Background: an optimization exercise with open tools, aiming at small area. Do not read the settings as production practice. In this exercise RTL edits were held to simulation tests only and were not proved equivalent to the original. No activity file was given, so power comes from the tool's default toggle rates.

## config.mk

```make
export PLATFORM = sky130hd
export DESIGN_NAME = uart_frame_top
export DESIGN_NICKNAME = uart_frame_top
export VERILOG_FILES = /design/flow/design.v
export SDC_FILE = /design/flow/constraint.sdc
export NUM_CORES = 4
export LEC_CHECK = 0
export CAP_MARGIN = 20
export CORE_MARGIN = 2
export CORE_UTILIZATION = 40
export CTS_BUF_LIST = sky130_fd_sc_hd__clkbuf_4
export SLEW_MARGIN = 20
```

## constraint.sdc

```tcl
create_clock -name core_clock -period 10.0 [get_ports {clk}]
set_input_delay 2.0000 -clock core_clock [delete_from_list [all_inputs] [get_ports {clk}]]
set_output_delay 2.0000 -clock core_clock [all_outputs]
set_load 0.01 [all_outputs]
```

## design.v

```verilog
module uart_frame_top (
  input  logic        clk,
  input  logic        rst,        
  input  logic        key0,       
  input  logic        key1,       
  input  logic        sw0,        
  output logic        uart_tx
);
  logic [3:0] k;       
  logic       h;       
  logic [6:0] f;       
  logic [3:0] bidx;    
  logic       capt;    
  wire k9 = k[3] & k[0];
  wire k0 = (k == 4'd0);
  wire k4 = (k == 4'd4);
  wire cap_end = k9 & (f == 7'd47 || f[6:2] == 5'b01100);
  wire t0      = (f == 7'd47) & ~k[0];
  wire [3:0] tk = {k9 | (&k[2:0]), ~k[3] & (&k[1:0]), k[0] & ~k[3], 1'b1};
  wire [6:0] tf;
  wire [3:0] ti;
  wire       ie = k9 & capt;
  assign tf[0] = k[0];
  assign ti[0] = ie;
  for (genvar i = 1; i < 7; i++) begin : g_tf
    assign tf[i] = tf[i-1] & f[i-1];
  end
  for (genvar i = 1; i < 4; i++) begin : g_ti
    assign ti[i] = ti[i-1] & bidx[i-1];
  end
  wire wf = k[0] & (&f);
  wire wi = ie & (&bidx);
  always_ff @(posedge clk) begin
    if (rst) begin
      k <= 4'd0; h <= 1'b0; f <= 7'd124; bidx <= 4'd7; capt <= 1'b0;
    end else begin
      k    <= k ^ tk;
      h    <= h ^ k9;
      f    <= (f ^ tf) | {2'b0, wf, wf, 1'b0, wf, 1'b0};
      bidx <= (bidx ^ ti) | {1'b0, {3{wi}}};
      if (k9) capt <= cap_end;
    end
  end
  logic [9:0] rt;
  logic       cyt;
  logic       bstep;       
  logic       init;        
  wire [4:0] bv = rt[5:1];
  wire [4:0] cv = {rt[0], rt[9:6]};
  wire tick_ball   = k9 & h & (&bv);
  wire tick_ai     = k9 & h & (&cv);
  wire tick_paddle = tick_ball | (k9 & ~h & (bv == 5'd19));
  wire x_t = init | rt[0];
  wire k_le2 = ~k[3] & ~k[2] & ~(k[1] & k[0]);
  always_ff @(posedge clk) begin
    if (rst)     cyt <= 1'b1;
    else if (k9) cyt <= h;
    else if (k4) cyt <= ~h;
    else         cyt <= cyt & x_t;
  end
  always_ff @(posedge clk)
    rt <= {(bstep & ~k[3] & ~(k[2] & (k[1] | k[0]))) ? k_le2 : (x_t ^ cyt), rt[9:1]};
  logic [9:0] rl;
  logic       rl_d;
  wire lf0 = rl[2];                    
  wire lf1 = rl[3];                    
  wire k_a5 = (k == 4'd1) | (k == 4'd3) | (k == 4'd6) | (k == 4'd8);
  always_ff @(posedge clk) begin
    rl_d <= rl[0];
    rl   <= {init ? k_a5 : (bstep ? (k0 ? (rl[4] ^ rl[5] ^ rl[6] ^ rl[8]) : rl_d) : rl[0]),
             rl[9:1]};
  end
  logic [9:0] rp1, rp2, rbx, rby, rs1, rs2;
  wire [7:0] p1v = rp1[8:1];
  wire [7:0] p2v = rp2[8:1];
  wire [8:0] bxv = rbx[9:1];
  wire [7:0] byv = rby[8:1];
  wire k_7   = (k == 4'd7);
  wire k_200 = k_7 | (k == 4'd3) | (k == 4'd6);
  logic prev_sw;       
  logic relp;          
  logic vxn, vyn;      
  logic hit1, hit2, gt2, lt2;    
  wire play_en = ~sw0;
  wire rel_now = play_en & prev_sw;
  wire rel_any = relp | rel_now;
  wire p1_up = ~key0 && p1v != 8'd206;
  wire p1_dn = ~p1_up && ~key1 && p1v != 8'd0;
  wire p2_up = gt2 && p2v != 8'd206;
  wire p2_dn = ~p2_up && lt2 && p2v != 8'd0;
  wire miss_l = ~relp & vxn & (bxv == 9'd0);
  wire miss_r = ~relp & ~vxn & (bxv == 9'd399);
  wire miss   = miss_l | miss_r;
  wire bounce = ~relp & (vyn ? (byv == 8'd0) : (byv == 8'd255));
  wire h1     = ~relp & vxn & (bxv == 9'd26) & hit1;
  wire h2     = ~relp & ~vxn & (bxv >= 9'd373) & hit2;
  wire tbe    = tick_ball & play_en & ~rel_now;
  wire pad_go = tick_paddle & play_en & (p1_up | p1_dn);
  wire ai_go  = tick_ai & play_en & lf0 & lf1 & (p2_up | p2_dn);
  always_ff @(posedge clk) begin
    if (rst) begin
      prev_sw <= 1'b1;
      relp    <= 1'b0;
      vxn     <= 1'b0;
      vyn     <= 1'b0;
    end else begin
      prev_sw <= sw0;
      relp    <= ~k9 & rel_any;
      if (k9) begin
        if (rel_now) begin
          vxn <= 1'b0;
          vyn <= ~lf0;
        end else if (tbe & miss) begin
          vxn <= miss_r;
          vyn <= ~lf0;
        end else begin
          if (relp) begin
            vxn <= 1'b0;
            vyn <= ~lf0;
          end
          if (tbe & bounce) vyn <= ~vyn;
          if (tbe & h1) vxn <= 1'b0;
          if (tbe & h2) vxn <= 1'b1;
        end
      end
    end
  end
  logic ballc, sclr;           
  logic bxdir, p1dir, p2dir;
  logic cy_p1, cy_p2, cy_bx, cy_by, cy_s1, cy_s2;
  always_ff @(posedge clk) begin
    if (rst) begin
      init  <= 1'b1;
      bstep <= 1'b1;
    end else if (k9) begin
      init  <= 1'b0;
      bstep <= tick_ball;
    end
  end
  always_ff @(posedge clk) begin
    if (k9) begin
      ballc <= rel_any | (tbe & miss);
      sclr  <= rel_any;
      bxdir <= ~relp & vxn;
      p1dir <= ~p1_up;
      p2dir <= ~p2_up;
    end
  end
  wire src_p = init;
  wire src_b = init | ballc;
  wire src_s = init | sclr;
  wire x_p1 = src_p ? k_7   : rp1[0];
  wire x_p2 = src_p ? k_7   : rp2[0];
  wire x_bx = src_b ? k_200 : rbx[0];
  wire x_by = src_b ? k_7   : rby[0];
  wire x_s1 = ~src_s & rs1[0];
  wire x_s2 = ~src_s & rs2[0];
  always_ff @(posedge clk) begin
    if (rst) begin
      cy_p1 <= 1'b0; cy_p2 <= 1'b0; cy_bx <= 1'b0;
      cy_by <= 1'b0; cy_s1 <= 1'b0; cy_s2 <= 1'b0;
    end else if (k9) begin
      cy_p1 <= pad_go;
      cy_p2 <= ai_go;
      cy_bx <= tbe & ~miss;
      cy_by <= tbe & ~miss & ~bounce;
      cy_s1 <= tbe & miss_r;
      cy_s2 <= tbe & miss_l;
    end else begin
      cy_p1 <= cy_p1 & (x_p1 ^ p1dir);
      cy_p2 <= cy_p2 & (x_p2 ^ p2dir);
      cy_bx <= cy_bx & (x_bx ^ bxdir);
      cy_by <= cy_by & (x_by ^ vyn);
      cy_s1 <= cy_s1 & x_s1;
      cy_s2 <= cy_s2 & x_s2;
    end
  end
  wire o_p1 = x_p1 ^ cy_p1;
  wire o_p2 = x_p2 ^ cy_p2;
  wire o_by = x_by ^ cy_by;
  always_ff @(posedge clk) begin
    rp1 <= {o_p1, rp1[9:1]};
    rp2 <= {o_p2, rp2[9:1]};
    rbx <= {x_bx ^ cy_bx, rbx[9:1]};
    rby <= {o_by, rby[9:1]};
    rs1 <= {x_s1 ^ cy_s1, rs1[9:1]};
    rs2 <= {x_s2 ^ cy_s2, rs2[9:1]};
  end
  logic bw1, lt50a, bw2, lt50b, lt25, gt25;
  wire dd1  = o_by ^ o_p1 ^ bw1;
  wire dd2  = o_by ^ o_p2 ^ bw2;
  wire k_50 = (k == 4'd1) | (k == 4'd4) | (k == 4'd5);
  wire k_25 = k0 | (k == 4'd3) | k4;
  always_ff @(posedge clk) begin
    if (k9) begin
      bw1 <= 1'b0; lt50a <= 1'b0; bw2 <= 1'b0; lt50b <= 1'b0; lt25 <= 1'b0; gt25 <= 1'b0;
    end else if (~k[3]) begin
      bw1   <= (~o_by & o_p1) | (~(o_by ^ o_p1) & bw1);
      bw2   <= (~o_by & o_p2) | (~(o_by ^ o_p2) & bw2);
      lt50a <= k_50 ? (~dd1 | lt50a) : (~dd1 & lt50a);
      lt50b <= k_50 ? (~dd2 | lt50b) : (~dd2 & lt50b);
      lt25  <= k_25 ? (~dd2 | lt25) : (~dd2 & lt25);
      gt25  <= k_25 ? (dd2 & gt25) : (dd2 | gt25);
    end
  end
  assign hit1 = ~bw1 & lt50a;
  assign hit2 = ~bw2 & lt50b;
  assign gt2  = relp ? (p2v < 8'd103) : (~bw2 & gt25);
  assign lt2  = relp ? (p2v > 8'd103) : (bw2 | lt25);
  logic ovr;
  always_ff @(posedge clk)
    if (t0) ovr <= relp;
  logic stream;
  always_comb begin
    case (bidx)
      4'd7:    stream = k[0];                           
      4'd8:    stream = rp1[0];
      4'd9:    stream = rp2[0];
      4'd10:   stream = ~ovr & k0 & rbx[8];             
      4'd11:   stream = ovr ? k_200 : rbx[0];
      4'd12:   stream = 1'b0;                           
      4'd13:   stream = ovr ? k_7 : rby[0];
      4'd14:   stream = ~ovr & rs1[0];
      default: stream = ~ovr & rs2[0];
    endcase
  end
  logic [7:0] hold;
  wire hold_sh = (capt & ~k[3]) | (f[6] & (&f[2:0]) & k[0]);
  always_ff @(posedge clk) begin
    if (rst)          hold[0] <= 1'b1;
    else if (hold_sh) hold[0] <= hold[1];
  end
  always_ff @(posedge clk)
    if (hold_sh) hold[7:1] <= {stream, hold[7:2]};
  assign uart_tx = f[6] ? hold[0] : ~(&f[5:3]);
endmodule
```

## flow/run.sh

```bash
#!/bin/bash
set -euo pipefail
export CTS_ARGS="-sink_clustering_enable -repair_clock_nets -dont_use_dummy_load -buf_list sky130_fd_sc_hd__clkbuf_4"
bash standard.sh > standard.log 2>&1
```

## standard.sh

```bash
#!/bin/bash
# synth_recipe.tcl (not shown) runs the flow's synth.tcl, then flattens the netlist and writes it again
# the make line also repeats each setting of config.mk as NAME=value (left out here)
make -C /OpenROAD-flow-scripts/flow DESIGN_CONFIG=/design/flow/config.mk WORK_HOME=/design/flow/orfs CLKGATE_MAP_FILE= SYNTH_SCRIPT=/design/flow/synth_recipe.tcl "${@:-finish}"
```

==> reports/results.ini, run 1 <==
[synth]
netlist_area_mm2 = 0.00446
synth-simple-area-share = 0.170
synth_xor_area_frac = 0.0275
synth_top_area_share = 0.529
postSynthAreaPerCell_um2 = 11.4
synth_edf_count = 13
synth_mux_area_frac = 0.0168
synth_top_family_by_area = simple AND/OR/NAND/NOR gates
synthCells = 393
yosysWarnings = 1
ys_ff_latch = 131
synth_seq_area_share = 0.617
synth_fp_nets = 414
yosys.area.top_type = dfxtp_1
synth_flop_cell = dfxtp_1
synth_compound_area_frac = 0.0992
yosysUniqueCellTypes = 61
synth_adder_area_share = 0.0482
async_flop_share = 0
yosys-top-cells-area = dfxtp_1 (53%), edfxtp_1 (8.7%), ha_1 (3.9%)

[route]
drt_first_pass_iters = 4
routed_wl_um = 7900
via_per_inst = 5.20
ant_nets = 0
drt-initial-drc-count = 175
vias = 2836
wl_per_cell_um = 14.5
drc = 0

[grt]
grt_max_degree = 31
antenna_found_initial = 0
grt.total_usage = 0.149
grt_pass1_vias = 2680
grt_overflow_total = 0
grt_first_pass_wirelength_um = 13100

[power_and_ir_drop]
p_per_area_mw_per_mm2 = 179
power.share.clock = 0.267
p_seq_frac = 0.673
ir_drop_uv = 81.8
switching_share = 0.233
p_leak_nw = 1.79
intPower_w = 0.000655
power_switching_w = 0.000199
p_comb_frac = 0.060

[timing]
fmax_mhz = 273
rsz0062_at_grt = no
finalSetupTns_ns = 0
hold_viol = 0
slew_headroom = 0.438
slew_viol_final = 0
final.min_clock_period_ns = 3.67
finalCritPeriodShare = 0.367
fin_skew_ns = 0.0356
worst_pin_slew_ns = 0.841
finalWorstSetupSlack_ns = 6.33
setup_viol = 0

[floorplanning]
row_count = 38
fp.dieW_um = 110
ios = 6
fp.coreArea_mm2 = 0.0109
dieArea_mm2 = 0.0120
die_height_um = 110
start_util = 0.410

[setup_path]
cp.required_ns = 8.00
setup.worst_path.class = reg -> out
cp.arrival_ns = 1.67
endpoint_kind = output port
startpoint_type = flop
cp_max_fo = 4

[clock_tree]
cts_sinks = 131
cts_tree = built
clk_latency_ns = 0.51
cts.clk_slew.worst_paths_ns = 0.11
cts_root_buf = clkbuf_4
holdBufCountCts = 0
cts_setup_buffers = 0
numCtsBuffers = 17
cts_buffer_depth = 2
h-tree-depth = 4
cts-resized-gates = 0

[layout]
diodes = 0
drive_gt1_frac = 0.0864
areaGrowthSynthToFinish_pct = 7.06
fin_nets = 428
final_cell_mix = dfxtp_1 (118), nor2_1 (32), a21oi_1 (21)
final_util = 0.439
layout_commonest_cell = dfxtp_1

[placed_design]
gp_congestion = 0.797
dp_hpwl_um = 5570
portBuffers = 5
place_ws_ns = 6.16

[outcome]
status = timing/DRC/antenna clean

[hold_path]
hp-class = reg -> reg

[run]
maxCapViolations = 0

-- sequential cells by signal, indices dropped and copies added (netlist names), 4 cells and up --
signal,cells
bidx,4
f,7
hold,8
k,4
rbx,10
rby,10
rl,10
rp1,10
rp2,10
rs1,10
rs2,10
rt,10
-- synthesized netlist by cell type (all sizes together) (2+ instances only) --
cell	instances
o31ai	2
nor4b	3
o22ai	6
nand2	19
and2	2
nor3	12
or3	4
buf	3
nand3	8
nor2b	4
dfxtp	118
nor3b	5
inv	14
a21oi	21
or2	6
a211o	3
mux2	2
nand2b	10
xnor2	13
nand3b	3
and3b	2
a22oi	2
a31oi	4
nor2	32
nor4	7
clkbuf	8
nand4	8
and3	7
edfxtp	13
o21ai	11
fa	2
mux2i	3
a32o	2
ha	14
-- path summary, 6_finish.rpt --
check                           startpoint       to  slack (ns)  cells after the start
worst max-delay path                  f[5]  uart_tx        6.33                      4
worst max register to register        k[3]      vyn        6.59                      7
worst min-delay path                rs1[4]   rs1[3]        0.30                      0
worst min register to register      rs1[4]   rs1[3]        0.30                      0
-- metal layers --
layer | track usage | up-vias | part of all wire
li1 | - | 1429 | -
met1 | 0.193 | 1340 | 0.48
met2 | 0.211 | 53 | 0.44
met3 | 0.0611 | 14 | 0.049
met4 | 0.0832 | 0 | 0.025
met5 | 0 | - | 0
-- power by group through the flow --
stage | sequential [W] | clock (W) | combinational, W
after floorplan | 0.000577 | 0 | 0.0000427
after global placement | 0.000586 | 0 | 0.0000494
after global routing | 0.000578 | 0.000262 | 0.0000589
final | 0.000574 | 0.000228 | 0.0000514
after CTS | 0.000574 | 0.000241 | 0.0000514
after detailed placement | 0.000586 | 0 | 0.0000513
-- kinds of logic (layout without fill, tap and decap cells) --
kind of cell             Yosys count  in the layout
AND/OR/NAND/NOR                  136            136
flip-flops                       131            131
AO/OA/AOI/OAI                     65             65
buffers and inverters             25             37
adder cells (fa/ha/maj)           16             16
XOR/XNOR                          14             14
multiplexers                       6              6
-- critical path: stages, from the launching register on --
cell and delay, ns:
dfxtp_1 0.34, nand3_1 0.13, nor2_1 0.06, a21oi_1 0.11
clkdlybuf4s50_1 0.54
-- area by class of cell --
cell class / count / area (um2)
well taps: 140 / 175
inverters: 14 / 52.6
flip-flops and latches: 131 / 2750
clock buffers: 17 / 128
repair buffers: 6 / 57.6
multi-input cells: 237 / 1610
fillers: 1010 / 6110
-- metrics by stage --
step / power [W] / hold slack [ns] / cells / cell area (um2)
CTS: 0.000867 / 0.304 / 545 / 4780
global placement: 0.000635 / 0.310 / 528 / 4650
floorplan: 0.000619 / 0.310 / 393 / 4460
finish: 0.000853 / 0.299 / 545 / 4780
detailed placement: 0.000637 / 0.312 / 528 / 4650
global route: 0.000898 / 0.297 / 545 / 4780
==> inputs of run 2 (changes only) <==
==> flow/run.sh (replaced) <==
#!/bin/bash
# The standard layout (standard.sh: ORFS synthesis to final layout), with
# three settings passed to ORFS through its environment:
# - clock tree synthesis adds no dummy load cells,
# - the input and output ports are buffered with buf_1,
# - after global routing, gates off the critical paths are downsized.
# Each ORFS step writes its own log under orfs/logs; make's output goes to
# standard.log.
set -euo pipefail
export CTS_ARGS="-sink_clustering_enable -repair_clock_nets -dont_use_dummy_load -buf_list sky130_fd_sc_hd__clkbuf_4"
export BUFFER_PORTS_ARGS="-buffer_cell sky130_fd_sc_hd__buf_1"
export RECOVER_POWER=100
bash standard.sh > standard.log 2>&1
--- a/config.mk
+++ b/config.mk
@@ -7,6 +7,6 @@
 export LEC_CHECK = 0
 export CAP_MARGIN = 20
 export CORE_MARGIN = 2
-export CORE_UTILIZATION = 40
+export CORE_UTILIZATION = 75
 export CTS_BUF_LIST = sky130_fd_sc_hd__clkbuf_4
 export SLEW_MARGIN = 20
==> reports/results.ini, run 2 <==
[synth]
yosysWarnings = 1
synth_fp_nets = 414
async_flop_share = 0
synth_top_area_share = 0.529
netlist_area_mm2 = 0.00446
synthCells = 393
yosys.area.top_type = dfxtp_1
yosysUniqueCellTypes = 61
postSynthAreaPerCell_um2 = 11.4
synth_edf_count = 13
ys_ff_latch = 131
synth_flop_cell = dfxtp_1
yosys-top-cells-area = dfxtp_1 (53%), edfxtp_1 (8.7%), ha_1 (3.9%)
synth_seq_area_share = 0.617
synth_most_common_cell = dfxtp_1
synth_common_cells = dfxtp_1 (118), nor2_1 (32), a21oi_1 (21)

[power_and_ir_drop]
intPower_w = 0.000653
p_leak_nw = 1.75
p_per_area_mw_per_mm2 = 184
ir_drop_uv = 143
power_switching_w = 0.000199
p_seq_frac = 0.675
power.share.clock = 0.265
p_comb_frac = 0.060
switching_share = 0.234

[grt]
grt_max_degree = 31
grt_pass1_vias = 2915
grt_first_pass_wirelength_um = 13700
grt_overflow_total = 0
grt.total_usage = 0.287
antenna_found_initial = 0

[timing]
hold_viol = 0
fin_skew_ns = 0.0380
fmax_mhz = 300
finalCritPeriodShare = 0.333
slew_headroom = 0.122
setup_viol = 0
final.min_clock_period_ns = 3.33
finalSetupTns_ns = 0
slew_viol_final = 0
worst_pin_slew_ns = 1.32
rsz0062_at_grt = no

[setup_path]
cp.required_ns = 10.41
setup.worst_path.class = reg -> reg
startpoint_type = flop
path_common_cell = nand2_1
cp.arrival_ns = 3.74
slowest_delay_ns = 0.79
cp_top_family = simple AND/OR/NAND/NOR gates
worstPathCellList = nand2_1 -> inv_1 -> ha_1 -> nand4_1 -> nor4_1 -> nand2_1 -> o31ai_1
critPathSlowestCell = dfxtp_1
endpoint_kind = flop
cp_num_buf_inv = 1
cp_max_fo = 24

[layout]
fill_cells = 363
areaGrowthSynthToFinish_pct = 3.73
regArea_mm2 = 0.00275
final_util = 0.791
drive_gt1_frac = 0.0765
fin_nets = 428
final_cell_mix = dfxtp_1 (118), nor2_1 (32), a21oi_1 (21)
multiInputGateArea_mm2 = 0.00158
stdcell_area_mm2 = 0.00463
layout_commonest_cell = dfxtp_1
diodes = 0

[floorplanning]
row_count = 28
ios = 6
fp.dieW_um = 81.2
start_util = 0.763
fp.coreArea_mm2 = 0.00585
die_height_um = 81.2
dieArea_mm2 = 0.00659

[route]
drc = 0
via_per_inst = 6.01
drt_first_pass_iters = 4
routed_wl_um = 8250
wl_per_cell_um = 17.2
drt-initial-drc-count = 250
vias = 2885
ant_nets = 0

[placed_design]
dp_hpwl_um = 5960
portBuffers = 5
gp_congestion = 0.844
postPlaceCellArea_mm2 = 0.00454

[clock_tree]
cts_sinks = 131
cts_root_buf = clkbuf_4
holdBufCountCts = 0
clk_latency_ns = 0.51
cts_buffer_depth = 2
h-tree-depth = 4
cts_tree = built
cts-resized-gates = 0
cts_setup_buffers = 0
cts.clk_slew.worst_paths_ns = 0.11
numCtsBuffers = 17

[outcome]
status = timing/DRC/antenna clean

[run]
maxCapViolations = 0

[hold_path]
hp-class = reg -> reg

## run 2: cell counts after synthesis
Identical to the previous run, type by type.
## run 2: layout make-up
cell class | instances | area share
clock buffer | 17 | 0.0276
inverter | 14 | 0.0113
multi-input combinational | 237 | 0.342
sequential | 131 | 0.594
tap | 75 | 0.0203
timing repair buffer | 6 | 0.00486
## run 2: metrics by stage
step	hold slack, ns	setup slack, ns	cells	total power (W)
2_1_floorplan	0.310	7.00	393	0.000619
3_3_place_gp	0.310	6.63	463	0.000635
3_5_place_dp	0.312	6.52	463	0.000639
4_1_cts	0.310	6.69	480	0.000860
5_1_grt	0.305	6.31	480	0.000889
6_report	0.307	6.67	480	0.000852
## run 2: routing by layer
layer | track usage | vias up | routed length (um)
li1 | - | 1422 | -
met1 | 0.336 | 1363 | 3560
met2 | 0.473 | 68 | 3950
met3 | 0.0944 | 32 | 437
met4 | 0.141 | 0 | 301
met5 | 0 | - | 0
## run 2: final timing paths
check | start | end | slack, ns | cells after the start
hold / removal | rp2[9] | rp2[8] | 0.31 | 0
setup reg to reg | k[3] | cy_by | 6.67 | 7
setup / recovery | k[3] | cy_by | 6.67 | 7
hold reg to reg | rp2[9] | rp2[8] | 0.31 | 0
## run 2: cell families (layout without fill, tap and decap cells)
group / Yosys count / after routing / synth area share
multiplexers: 6 / 6 / 0.0168
AO/OA/AOI/OAI: 65 / 65 / 0.0992
flip-flops: 131 / 131 / 0.617
adder cells (fa/ha/maj): 16 / 16 / 0.0482
AND/OR/NAND/NOR: 136 / 136 / 0.170
XOR/XNOR: 14 / 14 / 0.0275
buffers and inverters: 25 / 37 / 0.0219
## run 2: power by group through the flow
stage	Clock, W	Sequential (W)	Combinational [W]
CTS	0.000232	0.000576	0.0000521
floorplan	0	0.000577	0.0000427
global placement	0	0.000586	0.0000488
finish	0.000226	0.000576	0.0000510
global route	0.000251	0.000579	0.0000586
detailed placement	0	0.000587	0.0000518
==> inputs of run 3 (changes only) <==
--- a/design.v
+++ b/design.v
@@ -126,7 +126,6 @@
     end
   end
   logic ballc, sclr;           
-  logic bxdir, p1dir, p2dir;
   logic cy_p1, cy_p2, cy_bx, cy_by, cy_s1, cy_s2;
   always_ff @(posedge clk) begin
     if (rst) begin
@@ -141,9 +140,6 @@
     if (k9) begin
       ballc <= rel_any | (tbe & miss);
       sclr  <= rel_any;
-      bxdir <= ~relp & vxn;
-      p1dir <= ~p1_up;
-      p2dir <= ~p2_up;
     end
   end
   wire src_p = init;
@@ -167,9 +163,9 @@
       cy_s1 <= tbe & miss_r;
       cy_s2 <= tbe & miss_l;
     end else begin
-      cy_p1 <= cy_p1 & (x_p1 ^ p1dir);
-      cy_p2 <= cy_p2 & (x_p2 ^ p2dir);
-      cy_bx <= cy_bx & (x_bx ^ bxdir);
+      cy_p1 <= cy_p1 & (x_p1 ^ rp1[9]);
+      cy_p2 <= cy_p2 & (x_p2 ^ rp2[9]);
+      cy_bx <= cy_bx & (x_bx ^ rbx[9]);
       cy_by <= cy_by & (x_by ^ vyn);
       cy_s1 <= cy_s1 & x_s1;
       cy_s2 <= cy_s2 & x_s2;
@@ -179,9 +175,9 @@
   wire o_p2 = x_p2 ^ cy_p2;
   wire o_by = x_by ^ cy_by;
   always_ff @(posedge clk) begin
-    rp1 <= {o_p1, rp1[9:1]};
-    rp2 <= {o_p2, rp2[9:1]};
-    rbx <= {x_bx ^ cy_bx, rbx[9:1]};
+    rp1 <= {k9 ? ~p1_up : o_p1, rp1[9:1]};
+    rp2 <= {k9 ? ~p2_up : o_p2, rp2[9:1]};
+    rbx <= {k9 ? (~relp & vxn) : (x_bx ^ cy_bx), rbx[9:1]};
     rby <= {o_by, rby[9:1]};
     rs1 <= {x_s1 ^ cy_s1, rs1[9:1]};
     rs2 <= {x_s2 ^ cy_s2, rs2[9:1]};
==> reports/results.ini, run 3 <==
[setup_path]
crit_start = k[3]
setup.worst_path.class = reg -> reg
cp.arrival_ns = 3.92
r2r_slack_ns = 6.49
cp.depth = 8
startpoint_type = flop
slowest_delay_ns = 0.79
endpoint_kind = flop
critPathSlowestCell = dfxtp_1
cp_top_family = simple AND/OR/NAND/NOR gates
cp.required_ns = 10.40
worstPathCellList = nand2_1 -> inv_1 -> ha_1 -> nand3_1 -> or2_0 -> or4b_1 -> mux2_1 -> o22ai_1
reg2reg_from = k[3]
r2r_end = vyn
reg2reg_depth = 8
crit_end = vyn
cp_num_buf_inv = 1
cp_max_fo = 25

[synth]
postSynthAreaPerCell_um2 = 10.8
synth_fp_nets = 432
yosysWarnings = 1
synth_common_cells = dfxtp_1 (118), nor2_1 (31), nand2_1 (25)
synth-simple-area-share = 0.184
yosys-top-cells-area = dfxtp_1 (53%), edfxtp_1 (6.7%), ha_1 (3.9%)
yosysUniqueCellTypes = 60
synth_compound_area_frac = 0.104
synth_edf_count = 10
yosys.area.top_type = dfxtp_1
synth_mux_area_frac = 0.0127
synth_most_common_cell = dfxtp_1
synth_top_family_by_area = simple AND/OR/NAND/NOR gates
synth_top_area_share = 0.531
netlist_area_mm2 = 0.00445
async_flop_share = 0
ys_ff_latch = 128
synth_seq_area_share = 0.598
synthCells = 411
synth_flop_cell = dfxtp_1
synth_adder_area_share = 0.0484
synth_xor_area_frac = 0.0276

[clock_tree]
h-tree-depth = 4
clk_latency_ns = 0.51
cts_sinks = 128
cts_buffer_depth = 2
cts_setup_buffers = 0
holdBufCountCts = 0
numCtsBuffers = 17
cts_tree = built
cts_root_buf = clkbuf_4
cts.clk_slew.worst_paths_ns = 0.08
cts-resized-gates = 0

[floorplanning]
ios = 6
dieArea_mm2 = 0.00656
fp.dieW_um = 81.0
start_util = 0.765
row_count = 28
die_height_um = 81.0
fp.coreArea_mm2 = 0.00582

[layout]
fin_nets = 443
diodes = 0
final_cell_mix = dfxtp_1 (118), nor2_1 (31), nand2_1 (25)
layout_commonest_cell = dfxtp_1
drive_gt1_frac = 0.0619
stdcell_area_mm2 = 0.00462
final_cells = 495
areaGrowthSynthToFinish_pct = 3.94

[placed_design]
dp_hpwl_um = 5920
portBuffers = 5
gp_congestion = 0.887
dp_cells = 478
postPlaceCellArea_mm2 = 0.00450

[route]
vias = 3041
wl_met2_um = 4100
drc = 0
met1_length_um = 3730
wl_per_cell_um = 16.9
route.met3.wl_um = 425
via_per_inst = 6.14
routed_wl_um = 8370
top_layer_used = met4
drt_first_pass_iters = 5
drt-initial-drc-count = 216
ant_nets = 0

[power_and_ir_drop]
p_leak_nw = 1.77
ir_drop_uv = 175
p_per_area_mw_per_mm2 = 186

[grt]
grt_pass1_vias = 2847
grt_overflow_total = 0
grt.total_usage = 0.287
grt_max_degree = 31
antenna_found_initial = 0
grt_first_pass_wirelength_um = 13800

[run]
maxCapViolations = 0

[timing]
hold_viol = 0
final.min_clock_period_ns = 3.51
setup_viol = 0
worst_pin_slew_ns = 1.32
rsz0062_at_grt = no
slew_viol_final = 0
fin_skew_ns = 0.0403
finalSetupTns_ns = 0
fmax_mhz = 285
slew_headroom = 0.122
finalCritPeriodShare = 0.351

[outcome]
status = timing/DRC/antenna clean

[hold_path]
hp-class = reg -> reg

==> run 3: changes by cell type in the layout (fill, tap and decap cells not counted), sizes merged, moves of 4 or more <==
cell,change
nand2,+6
a31oi,+4
nand3,+4
or2,+4
==> run 3: how the worst min path moves through the flow <==
stage,from,to,cells past startpoint
after CTS,rs2[2],rs2[1],0
after floorplan,rby[9],rby[8],0
after global routing,rl[7],rl[6],0
after global placement,rs1[2],rs1[1],0
after detailed placement,rs1[1],rs1[0],0
final,rs2[2],rs2[1],0
==> run 3: worst register-to-register path: cells and delay by family, from the launching register on <==
kind	cells	cell delay [ns]
AOI/OAI and AO/OA	1	0.12
adders and majority gates	1	0.25
buffers and inverters	1	0.44
DFF	1	0.79
muxes	1	0.30
and+or+nand+nor	4	1.54
==> run 3: per-stage QoR <==
step,total power [W],hold WS [ns],setup WS (ns),util
after global routing,0.000894,0.322,6.26,0.795
final,0.000859,0.327,6.49,0.795
after CTS,0.000863,0.329,6.63,0.796
after detailed placement,0.000646,0.312,6.66,0.775
after floorplan,0.000626,0.310,6.93,-
after global placement,0.000642,0.310,6.71,0.775
==> run 3: cell families after synthesis <==
group                    Yosys count
AND/OR/NAND/NOR                  147
flip-flops                       128
AO/OA/AOI/OAI                     74
buffers and inverters             27
adder cells (fa/ha/maj)           16
XOR/XNOR                          14
multiplexers                       5
==> run 3: report_power, final <==
part	leakage [nW]	internal, W	switching, W
clock network	0.0782	0.0000777	0.000147
logic	0.640	0.0000333	0.0000339
registers	1.05	0.000540	0.0000273
==> run 3: layout make-up <==
| class | count | area (um2) |
|---|---|---|
| well taps | 75 | 93.8 |
| fillers | 358 | 1190 |
| inverters | 13 | 48.8 |
| multi-input cells | 256 | 1670 |
| repair buffers | 6 | 22.5 |
| flip-flops and latches | 128 | 2660 |
| clock buffers | 17 | 128 |
==> run 3: routing by layer <==
metal / GRT usage / vias to the layer above
met5: 0 / -
met3: 0.0844 / 16
met4: 0.0949 / 0
met1: 0.369 / 1452
li1: - / 1479
met2: 0.468 / 94
==> inputs of run 4 (changes only) <==
--- a/design.v
+++ b/design.v
@@ -7,7 +7,6 @@
   output logic        uart_tx
 );
   logic [3:0] k;       
-  logic       h;       
   logic [6:0] f;       
   logic [3:0] bidx;    
   logic       capt;    
@@ -32,10 +31,9 @@
   wire wi = ie & (&bidx);
   always_ff @(posedge clk) begin
     if (rst) begin
-      k <= 4'd0; h <= 1'b0; f <= 7'd124; bidx <= 4'd7; capt <= 1'b0;
+      k <= 4'd0; f <= 7'd124; bidx <= 4'd7; capt <= 1'b0;
     end else begin
       k    <= k ^ tk;
-      h    <= h ^ k9;
       f    <= (f ^ tf) | {2'b0, wf, wf, 1'b0, wf, 1'b0};
       bidx <= (bidx ^ ti) | {1'b0, {3{wi}}};
       if (k9) capt <= cap_end;
@@ -47,15 +45,18 @@
   logic       init;        
   wire [4:0] bv = rt[5:1];
   wire [4:0] cv = {rt[0], rt[9:6]};
-  wire tick_ball   = k9 & h & (&bv);
-  wire tick_ai     = k9 & h & (&cv);
-  wire tick_paddle = tick_ball | (k9 & ~h & (bv == 5'd19));
+  logic [9:0] rs2;
+  wire h9 = ~init & rs2[0];
+  wire h4 = ~init & rs2[5];
+  wire tick_ball   = k9 & h9 & (&bv);
+  wire tick_ai     = k9 & h9 & (&cv);
+  wire tick_paddle = tick_ball | (k9 & ~h9 & (bv == 5'd19));
   wire x_t = init | rt[0];
   wire k_le2 = ~k[3] & ~k[2] & ~(k[1] & k[0]);
   always_ff @(posedge clk) begin
     if (rst)     cyt <= 1'b1;
-    else if (k9) cyt <= h;
-    else if (k4) cyt <= ~h;
+    else if (k9) cyt <= h9;
+    else if (k4) cyt <= ~h4;
     else         cyt <= cyt & x_t;
   end
   always_ff @(posedge clk)
@@ -70,7 +71,7 @@
     rl   <= {init ? k_a5 : (bstep ? (k0 ? (rl[4] ^ rl[5] ^ rl[6] ^ rl[8]) : rl_d) : rl[0]),
              rl[9:1]};
   end
-  logic [9:0] rp1, rp2, rbx, rby, rs1, rs2;
+  logic [9:0] rp1, rp2, rbx, rby, rs1;
   wire [7:0] p1v = rp1[8:1];
   wire [7:0] p2v = rp2[8:1];
   wire [8:0] bxv = rbx[9:1];
@@ -79,7 +80,9 @@
   wire k_200 = k_7 | (k == 4'd3) | (k == 4'd6);
   logic prev_sw;       
   logic relp;          
-  logic vxn, vyn;      
+  wire vxn = ~init & rs1[0];
+  wire vyn = ~init & rby[0];
+  logic vxn_n, vyn_n;
   logic hit1, hit2, gt2, lt2;    
   wire play_en = ~sw0;
   wire rel_now = play_en & prev_sw;
@@ -101,28 +104,28 @@
     if (rst) begin
       prev_sw <= 1'b1;
       relp    <= 1'b0;
-      vxn     <= 1'b0;
-      vyn     <= 1'b0;
     end else begin
       prev_sw <= sw0;
       relp    <= ~k9 & rel_any;
-      if (k9) begin
-        if (rel_now) begin
-          vxn <= 1'b0;
-          vyn <= ~lf0;
-        end else if (tbe & miss) begin
-          vxn <= miss_r;
-          vyn <= ~lf0;
-        end else begin
-          if (relp) begin
-            vxn <= 1'b0;
-            vyn <= ~lf0;
-          end
-          if (tbe & bounce) vyn <= ~vyn;
-          if (tbe & h1) vxn <= 1'b0;
-          if (tbe & h2) vxn <= 1'b1;
-        end
+    end
+  end
+  always_comb begin
+    vxn_n = vxn;
+    vyn_n = vyn;
+    if (rel_now) begin
+      vxn_n = 1'b0;
+      vyn_n = ~lf0;
+    end else if (tbe & miss) begin
+      vxn_n = miss_r;
+      vyn_n = ~lf0;
+    end else begin
+      if (relp) begin
+        vxn_n = 1'b0;
+        vyn_n = ~lf0;
       end
+      if (tbe & bounce) vyn_n = ~vyn;
+      if (tbe & h1) vxn_n = 1'b0;
+      if (tbe & h2) vxn_n = 1'b1;
     end
   end
   logic ballc, sclr;           
@@ -166,7 +169,7 @@
       cy_p1 <= cy_p1 & (x_p1 ^ rp1[9]);
       cy_p2 <= cy_p2 & (x_p2 ^ rp2[9]);
       cy_bx <= cy_bx & (x_bx ^ rbx[9]);
-      cy_by <= cy_by & (x_by ^ vyn);
+      cy_by <= cy_by & (x_by ^ rby[9]);
       cy_s1 <= cy_s1 & x_s1;
       cy_s2 <= cy_s2 & x_s2;
     end
@@ -178,9 +181,9 @@
     rp1 <= {k9 ? ~p1_up : o_p1, rp1[9:1]};
     rp2 <= {k9 ? ~p2_up : o_p2, rp2[9:1]};
     rbx <= {k9 ? (~relp & vxn) : (x_bx ^ cy_bx), rbx[9:1]};
-    rby <= {o_by, rby[9:1]};
-    rs1 <= {x_s1 ^ cy_s1, rs1[9:1]};
-    rs2 <= {x_s2 ^ cy_s2, rs2[9:1]};
+    rby <= {k9 ? vyn_n : o_by, rby[9:1]};
+    rs1 <= {k9 ? vxn_n : (x_s1 ^ cy_s1), rs1[9:1]};
+    rs2 <= {k9 ? ~h9 : (x_s2 ^ cy_s2), rs2[9:1]};
   end
   logic bw1, lt50a, bw2, lt50b, lt25, gt25;
   wire dd1  = o_by ^ o_p1 ^ bw1;
--- a/config.mk
+++ b/config.mk
@@ -7,6 +7,6 @@
 export LEC_CHECK = 0
 export CAP_MARGIN = 20
 export CORE_MARGIN = 2
-export CORE_UTILIZATION = 75
+export CORE_UTILIZATION = 85
 export CTS_BUF_LIST = sky130_fd_sc_hd__clkbuf_4
 export SLEW_MARGIN = 20
==> reports/results.ini, run 4 <==
[outcome]
status = timing/DRC/antenna clean

[placed_design]
dp_hpwl_um = 6650
gp_congestion = 0.847
portBuffers = 5

[synth]
synth-simple-area-share = 0.165
yosysWarnings = 1
synthCells = 390
synth_mux_area_frac = 0.0281
synth_edf_count = 10
yosysUniqueCellTypes = 69
synth_common_cells = dfxtp_1 (115), nor2_1 (34), a21oi_1 (21)
synth_most_common_cell = dfxtp_1
yosys.area.top_type = dfxtp_1
synth_xor_area_frac = 0.0281
synth_top_family_by_area = simple AND/OR/NAND/NOR gates
synth_seq_area_share = 0.596
synth_adder_area_share = 0.0481
synth_fp_nets = 409
synth_top_area_share = 0.527
synth_compound_area_frac = 0.108
async_flop_share = 0
synth_flop_cell = dfxtp_1
postSynthAreaPerCell_um2 = 11.2
ys_ff_latch = 125
yosys-top-cells-area = dfxtp_1 (53%), edfxtp_1 (6.9%), ha_1 (3.4%)
netlist_area_mm2 = 0.00437

[floorplanning]
row_count = 26
start_util = 0.866
fp.coreArea_mm2 = 0.00504
dieArea_mm2 = 0.00573
fp.dieW_um = 75.7
ios = 6
die_height_um = 75.7

[clock_tree]
numCtsBuffers = 17
cts_root_buf = clkbuf_4
h-tree-depth = 4
cts-resized-gates = 0
cts_buffer_depth = 2
cts.clk_slew.worst_paths_ns = 0.10
cts_setup_buffers = 0
cts_sinks = 125
cts_tree = built
holdBufCountCts = 0
clk_latency_ns = 0.51

[layout]
final_cell_mix = dfxtp_1 (115), nor2_1 (34), a21oi_1 (21)
final_util = 0.898
fin_nets = 423
multiInputGateArea_mm2 = 0.00163
layout_commonest_cell = dfxtp_1
drive_gt1_frac = 0.0721
fill_cells = 207
areaGrowthSynthToFinish_pct = 3.64
diodes = 0
regArea_mm2 = 0.00260

[timing]
slew_viol_final = 0
final.min_clock_period_ns = 3.34
finalSetupTns_ns = 0
timing.hold.ws_ns = 0.306
setup_viol = 0
hold_viol = 0
worst_pin_slew_ns = 1.15
rsz0062_at_grt = no
slew_headroom = 0.222
fin_skew_ns = 0.0342
finalCritPeriodShare = 0.334
fmax_mhz = 299

[grt]
antenna_found_initial = 0
grt_first_pass_wirelength_um = 15500
grt_overflow_total = 0
grt.total_usage = 0.387
grt_max_degree = 26
grt_pass1_vias = 3071

[setup_path]
cp_max_fo = 4
endpoint_kind = output port
setup.worst_path.class = reg -> out
cp.arrival_ns = 1.34
cp.required_ns = 8.00
startpoint_type = flop

[route]
drc = 0
vias = 3081
routed_wl_um = 9860
ant_nets = 0
via_per_inst = 6.53
wl_per_cell_um = 20.9
drt-initial-drc-count = 275
drt_first_pass_iters = 5

[hold_path]
hp-class = reg -> reg

[run]
maxCapViolations = 0

[power_and_ir_drop]
p_per_area_mw_per_mm2 = 185
p_leak_nw = 1.73
ir_drop_uv = 149

run 4: cell count changes in the layout (fill, tap and decap cells not counted), sizes merged, moves of 4 or more:
cell   delta
nor3      -5
o21ai     -5
nor4b     -4
nor4      +4
nand2    -10
mux2i     +8
nor3b     -5
nor2      +5
run 4: final timing paths:
kind,to,startpoint,cells after the start,slack [ns]
max,uart_tx,f[3],4,6.66
min,rs1[8],rs1[9],0,0.31
max reg2reg,lt50b,k[3],7,6.82
min reg2reg,rs1[8],rs1[9],0,0.31
run 4: cell families after synthesis:
group / after synthesis
flops: 125
buf+inv: 27
fa+ha+maj: 16
mux: 11
simple gates: 127
compound gates: 70
xor+xnor: 14
run 4: critical path, cell delays in order (launching register included):
cell and delay [ns]:
dfxtp_1 0.34, nand3_1 0.12, nor2_1 0.06, a21oi_1 0.16
buf_1 0.17
run 4: layout make-up:
type | instances | share of cell area
tap | 70 | 0.0193
clock buffer | 17 | 0.0282
sequential | 125 | 0.575
timing repair buffer | 6 | 0.00498
multi-input combinational | 238 | 0.359
inverter | 16 | 0.0133
run 4: through the flow:
step	area (um2)	std cells	total power [W]	worst slack, ns
after floorplan	4370	390	0.000601	6.85
after global routing	4530	472	0.000863	6.47
after global placement	4430	455	0.000615	6.66
after CTS	4550	472	0.000836	6.64
after detailed placement	4430	455	0.000622	6.60
final	4530	472	0.000838	6.66
run 4: where the power goes:
| part | switching [W] | internal, W |
|---|---|---|
| Combinational | 0.0000345 | 0.0000269 |
| Clock | 0.000148 | 0.0000777 |
| Sequential | 0.0000233 | 0.000528 |
run 4: routing by layer:
| layer | track usage | wire length (um) | vias to the layer above |
|---|---|---|---|
| met1 | 0.453 | 3730 | 1451 |
| met3 | 0.132 | 677 | 45 |
| met2 | 0.635 | 5020 | 171 |
| met5 | 0 | 0 | - |
| li1 | - | - | 1414 |
| met4 | 0.197 | 445 | 0 |
==> inputs of run 5 (changes only) <==
--- a/config.mk
+++ b/config.mk
@@ -7,6 +7,6 @@
 export LEC_CHECK = 0
 export CAP_MARGIN = 20
 export CORE_MARGIN = 2
-export CORE_UTILIZATION = 85
+export CORE_UTILIZATION = 75
 export CTS_BUF_LIST = sky130_fd_sc_hd__clkbuf_4
 export SLEW_MARGIN = 20
==> reports/results.ini, run 5 <==
[timing]
worst_pin_slew_ns = 1.19
finalCritPeriodShare = 0.329
finalSetupTns_ns = 0
setup_viol = 0
fin_skew_ns = 0.0511
timing.hold.ws_ns = 0.329
fmax_mhz = 304
final.min_clock_period_ns = 3.29
rsz0062_at_grt = no
slew_viol_final = 0
finalWorstSetupSlack_ns = 6.71
hold_viol = 0
slew_headroom = 0.199

[grt]
grt.total_usage = 0.288
antenna_found_initial = 0
grt_max_degree = 26
grt_first_pass_wirelength_um = 13400
grt_pass1_vias = 2838
grt_overflow_total = 0

[hold_path]
holdCritStartpoint = rs1[7]
hp-class = reg -> reg
hold_depth = 0

[synth]
ys_ff_latch = 125
synth_edf_count = 10
async_flop_share = 0
yosysUniqueCellTypes = 69
synth_flop_cell = dfxtp_1
synth_common_cells = dfxtp_1 (115), nor2_1 (34), a21oi_1 (21)
yosys.area.top_type = dfxtp_1
synth_top_area_share = 0.527
yosysWarnings = 1
synth_fp_nets = 409
yosys-top-cells-area = dfxtp_1 (53%), edfxtp_1 (6.9%), ha_1 (3.4%)
synthCells = 390
postSynthAreaPerCell_um2 = 11.2
synth_most_common_cell = dfxtp_1
synth_seq_area_share = 0.596
netlist_area_mm2 = 0.00437

[setup_path]
crit_start = sw0
r2r_end = lt50b
endpoint_kind = flop
setup.worst_path.class = in -> reg
cp.required_ns = 10.38
startpoint_type = input pin
r2r_slack_ns = 6.92
reg2reg_depth = 7
reg2reg_from = k[3]
cp.arrival_ns = 3.67
cp_max_fo = 6
crit_end = rby[9]

[layout]
final_util = 0.813
layout_commonest_cell = dfxtp_1
drive_gt1_frac = 0.0721
areaGrowthSynthToFinish_pct = 3.70
fill_cells = 328
fin_nets = 423
diodes = 0
final_cell_mix = dfxtp_1 (115), nor2_1 (34), a21oi_1 (21)

[floorplanning]
row_count = 27
die_height_um = 80.3
fp.coreArea_mm2 = 0.00557
dieArea_mm2 = 0.00645
ios = 6
start_util = 0.784
fp.dieW_um = 80.3

[clock_tree]
cts_setup_buffers = 0
cts_buffer_depth = 2
cts_root_buf = clkbuf_4
cts_sinks = 125
numCtsBuffers = 17
cts_tree = built
clk_latency_ns = 0.52
h-tree-depth = 4
cts.clk_slew.worst_paths_ns = 0.10
cts-resized-gates = 0
holdBufCountCts = 0

[outcome]
status = timing/DRC/antenna clean

[route]
via_per_inst = 6.05
drc = 0
ant_nets = 0
vias = 2867
drt_first_pass_iters = 6
drt-initial-drc-count = 162
wl_per_cell_um = 17.0
routed_wl_um = 8070

[placed_design]
place_ws_ns = 6.59
portBuffers = 5
dp_hpwl_um = 5770
gp_congestion = 0.823

[power_and_ir_drop]
power_w = 0.000828
p_per_area_mw_per_mm2 = 183
ir_drop_uv = 185
p_leak_nw = 1.73

[run]
maxCapViolations = 0

-- run 5: cell counts after synthesis --
No cell type changed its count.
-- run 5: how the worst min path moves through the flow --
stage,end,slack (ns)
floorplan,rl[0],0.31
global placement,rs2[2],0.31
detailed placement,rs1[6],0.31
CTS,rs1[6],0.33
global route,rl[6],0.33
finish,rs1[6],0.33
-- run 5: metal layers --
layer / wire (um) / track usage
met1: 3530 / 0.357
met2: 3910 / 0.448
met3: 485 / 0.111
met4: 142 / 0.127
met5: 0 / 0
-- run 5: where the power goes --
| part | switching (W) | total [W] | internal (W) |
|---|---|---|---|
| clock | 0.000141 | 0.000219 | 0.0000775 |
| sequential | 0.0000211 | 0.000549 | 0.000528 |
| combinational | 0.0000326 | 0.0000596 | 0.0000270 |
| total | 0.000195 | 0.000828 | 0.000633 |
-- run 5: per-stage QoR --
step | instances | instance area, um2
2_1_floorplan | 390 | 4370
3_3_place_gp | 457 | 4430
3_5_place_dp | 457 | 4430
4_1_cts | 474 | 4560
5_1_grt | 474 | 4530
6_report | 474 | 4530
-- run 5: worst max-delay path, stage by stage --
cell      delay (ns)
buf_1           0.09
or2_1           0.21
nor4_1          0.71
inv_1           0.15
o21bai_1        0.23
a311oi_1        0.08
a21o_1          0.20
-- run 5: logic make-up after synthesis --
kind of cell | Yosys count | share of synthesized area
compound gates | 70 | 0.108
xor+xnor | 14 | 0.0281
fa+ha+maj | 16 | 0.0481
buf+inv | 27 | 0.0266
flops | 125 | 0.596
mux | 11 | 0.0281
simple gates | 127 | 0.165
-- run 5: area by class of cell --
cell class	instances	area, um2	share of cell area
inverter	16	60.1	0.0133
timing repair buffer	6	22.5	0.00497
sequential	125	2600	0.575
multi-input combinational	238	1630	0.359
tap	72	90.1	0.0199
clock buffer	17	128	0.0282
==> inputs of run 6 (changes only) <==
--- a/design.v
+++ b/design.v
@@ -13,6 +13,7 @@
   wire k9 = k[3] & k[0];
   wire k0 = (k == 4'd0);
   wire k4 = (k == 4'd4);
+  wire k_7 = (k == 4'd7);
   wire cap_end = k9 & (f == 7'd47 || f[6:2] == 5'b01100);
   wire t0      = (f == 7'd47) & ~k[0];
   wire [3:0] tk = {k9 | (&k[2:0]), ~k[3] & (&k[1:0]), k[0] & ~k[3], 1'b1};
@@ -62,21 +63,20 @@
   always_ff @(posedge clk)
     rt <= {(bstep & ~k[3] & ~(k[2] & (k[1] | k[0]))) ? k_le2 : (x_t ^ cyt), rt[9:1]};
   logic [9:0] rl;
-  logic       rl_d;
-  wire lf0 = rl[2];                    
-  wire lf1 = rl[3];                    
-  wire k_a5 = (k == 4'd1) | (k == 4'd3) | (k == 4'd6) | (k == 4'd8);
-  always_ff @(posedge clk) begin
-    rl_d <= rl[0];
-    rl   <= {init ? k_a5 : (bstep ? (k0 ? (rl[4] ^ rl[5] ^ rl[6] ^ rl[8]) : rl_d) : rl[0]),
-             rl[9:1]};
-  end
+  wire lf0 = rl[8];                    
+  wire lf1 = rl[7];                    
+  wire k_a5 = k0 | (k == 4'd2) | (k == 4'd5) | k_7;
+  wire k8 = k[3] & ~k[0];
+  always_ff @(posedge clk)
+    rl <= {init ? k_a5 :
+           (k9 | (bstep & ~k[3])) ? rl[1] :
+           (bstep & k8) ? (rl[1] ^ rl[3] ^ rl[4] ^ rl[5]) : rl[0],
+           rl[9:1]};
   logic [9:0] rp1, rp2, rbx, rby, rs1;
   wire [7:0] p1v = rp1[8:1];
   wire [7:0] p2v = rp2[8:1];
   wire [8:0] bxv = rbx[9:1];
   wire [7:0] byv = rby[8:1];
-  wire k_7   = (k == 4'd7);
   wire k_200 = k_7 | (k == 4'd3) | (k == 4'd6);
   logic prev_sw;       
   logic relp;          
--- a/config.mk
+++ b/config.mk
@@ -7,6 +7,6 @@
 export LEC_CHECK = 0
 export CAP_MARGIN = 20
 export CORE_MARGIN = 2
-export CORE_UTILIZATION = 75
+export CORE_UTILIZATION = 85
 export CTS_BUF_LIST = sky130_fd_sc_hd__clkbuf_4
 export SLEW_MARGIN = 20
==> reports/results.ini, run 6 <==
[floorplanning]
row_count = 25
die_height_um = 75.4
fp.dieW_um = 75.4
start_util = 0.899
dieArea_mm2 = 0.00568
ios = 6
fp.coreArea_mm2 = 0.00482

[route]
drc = 0
drt-initial-drc-count = 569
ant_nets = 0
vias = 3391
wl_per_cell_um = 22.4
drt_first_pass_iters = 12
routed_wl_um = 10700
via_per_inst = 7.09

[layout]
layout_commonest_cell = dfxtp_1
fin_nets = 432
drive_gt1_frac = 0.0754
final_util = 0.933
final_cell_mix = dfxtp_1 (114), nor2_1 (38), nand2_1 (27)
areaGrowthSynthToFinish_pct = 3.84
diodes = 0
fill_cells = 166

[clock_tree]
cts.clk_slew.worst_paths_ns = 0.09
holdBufCountCts = 0
cts_buffer_depth = 2
h-tree-depth = 4
cts_root_buf = clkbuf_4
numCtsBuffers = 17
cts_setup_buffers = 0
cts_sinks = 124
cts_tree = built
cts-resized-gates = 0
clk_latency_ns = 0.50

[timing]
finalSetupTns_ns = 0
rsz0062_at_grt = no
final.min_clock_period_ns = 3.41
setup_viol = 0
worst_pin_slew_ns = 1.23
finalCritPeriodShare = 0.341
hold_viol = 0
fin_skew_ns = 0.0328
slew_viol_final = 0
fmax_mhz = 293
slew_headroom = 0.177

[placed_design]
dp_hpwl_um = 6690
gp_congestion = 0.872
portBuffers = 5

[synth]
synthCells = 399
synth_flop_cell = dfxtp_1
synth_most_common_cell = dfxtp_1
synth_fp_nets = 418
yosysWarnings = 1
synth_top_area_share = 0.527
synth_common_cells = dfxtp_1 (114), nor2_1 (38), nand2_1 (26)
synth_seq_area_share = 0.597
async_flop_share = 0
netlist_area_mm2 = 0.00433
yosys-top-cells-area = dfxtp_1 (53%), edfxtp_1 (6.9%), ha_1 (3.5%)
yosysUniqueCellTypes = 63
synth_edf_count = 10
yosys.area.top_type = dfxtp_1
ys_ff_latch = 124
postSynthAreaPerCell_um2 = 10.9

[power_and_ir_drop]
ir_drop_uv = 192
p_leak_nw = 1.70
power_w = 0.000840
p_per_area_mw_per_mm2 = 187

[setup_path]
endpoint_kind = flop
reg2reg_depth = 5
reg2reg_from = k[3]
r2r_end = rl[9]
r2r_slack_ns = 6.62
setup.worst_path.class = in -> reg
cp_max_fo = 6
startpoint_type = input pin
cp.required_ns = 10.35
cp.arrival_ns = 3.76

[grt]
grt_first_pass_wirelength_um = 16600
grt_pass1_vias = 3383
grt_overflow_total = 0
grt.total_usage = 0.418
grt_max_degree = 26
antenna_found_initial = 0

[hold_path]
worst_hold_path.endpoint = rs1[4]
hold_depth = 0
hp-class = reg -> reg
holdCritStartpoint = rs1[5]

[run]
maxCapViolations = 0

[outcome]
status = timing/DRC/antenna clean

-- run 6: cell types whose count changed after synthesis, moves of 3 or more --
cell       change
nand2_1       +12
nand3_1        +4
nor2_1         +4
nor4_1         -4
a2111oi_0      +3
a41o_1         -3
nand4_1        +3
nor3_1         +3
-- run 6: report_power, final --
group | switching, W | internal (W) | total (W)
sequential | 0.0000225 | 0.000525 | 0.000547
combinational | 0.0000411 | 0.0000280 | 0.0000692
clock | 0.000146 | 0.0000776 | 0.000224
total | 0.000210 | 0.000631 | 0.000840
-- run 6: cell type report --
class | instances | area (um2) | share of cell area
flip-flops and latches | 124 | 2580 | 0.574
multi-input cells | 250 | 1620 | 0.361
clock buffers | 17 | 128 | 0.0284
well taps | 67 | 83.8 | 0.0186
inverters | 14 | 52.6 | 0.0117
repair buffers | 6 | 26.3 | 0.00584
-- run 6: critical path, cell delays in order --
cell     delay [ns]
buf_1          0.11
or2_2          0.30
nor4_1         0.88
a31oi_1        0.18
a21oi_1        0.20
o31ai_1        0.09
-- run 6: cell families (layout without fill, tap and decap cells) --
group / count (synthesis) / count (layout) / synth area share
multiplexers: 10 / 10 / 0.0237
XOR/XNOR: 14 / 14 / 0.0283
buffers and inverters: 25 / 37 / 0.0249
AND/OR/NAND/NOR: 141 / 141 / 0.175
adder cells (fa/ha/maj): 16 / 16 / 0.0486
flip-flops: 124 / 124 / 0.597
AO/OA/AOI/OAI: 69 / 69 / 0.103
-- run 6: routing by layer --
layer  global-route usage  vias to the layer above  wire, um
met1                0.466                     1545      3690
met2                0.641                      315      5050
met4                0.290                        0       702
met3                0.188                      100      1250
met5                    0                        -         0
li1                     -                     1431         -
-- run 6: how the worst max path moves through the flow --
stage	from	endpoint	slack, ns	cells past startpoint
after floorplan	sw0	rby[9]	6.57	5
after global placement	sw0	rby[9]	6.45	6
after detailed placement	sw0	rby[9]	6.39	6
final	sw0	rs1[9]	6.59	6
after global routing	f[4]	uart_tx	6.58	4
after CTS	f[3]	uart_tx	6.69	4
-- run 6: metrics by stage --
step	std cells	area, um2	setup WS, ns	hold WS, ns
after floorplan	399	4330	6.57	0.310
after global placement	461	4380	6.45	0.310
after detailed placement	461	4380	6.39	0.313
after CTS	478	4510	6.69	0.331
after global routing	478	4500	6.58	0.338
final	478	4500	6.59	0.333

## re-timing with driven ports
The results above use ideal ports. As a check the final layouts listed here were re-extracted and re-timed, cells and wires unchanged. Step 1 (the two cells are an assumption about what drives the block):
set clk [get_ports {clk}]
set_driving_cell -lib_cell sky130_fd_sc_hd__clkbuf_16 $clk
set_driving_cell -lib_cell sky130_fd_sc_hd__buf_2 [delete_from_list [all_inputs] $clk]
Step 2 moves the port delays by t, midway between the first and last clock arrival at a register: inputs arrive t later, outputs are due t later. That takes back most of the time a late clock gives input paths. a / b / c = ideal / step 1 / step 2; a / b = the first two.
run	t, ns	slack for setup (ns)	worst hold slack (ns)	clock arrival spread, ns	pins driven straight from the clock port
run 1	0.528	6.333 / 6.303 / 6.161	0.299 / 0.299 / 0.299	0.041 / 0.041	1
run 2	0.522	6.670 / 6.670 / 6.230	0.307 / 0.307 / 0.307	0.038 / 0.038	1
run 3	0.512	6.486 / 6.486 / 6.425	0.327 / 0.327 / 0.327	0.044 / 0.044	1
run 4	0.518	6.655 / 6.629 / 6.197	0.306 / 0.306 / 0.306	0.034 / 0.034	1
run 5	0.522	6.709 / 6.705 / 6.183	0.329 / 0.329 / 0.329	0.051 / 0.051	1
run 6	0.518	6.592 / 6.601 / 6.082	0.333 / 0.333 / 0.333	0.033 / 0.033	1
After both steps setup and hold are still met in every run listed. For run 5, which loses most, drivers alone change the setup slack by -0.004 ns; drivers and shift together by -0.526 ns.
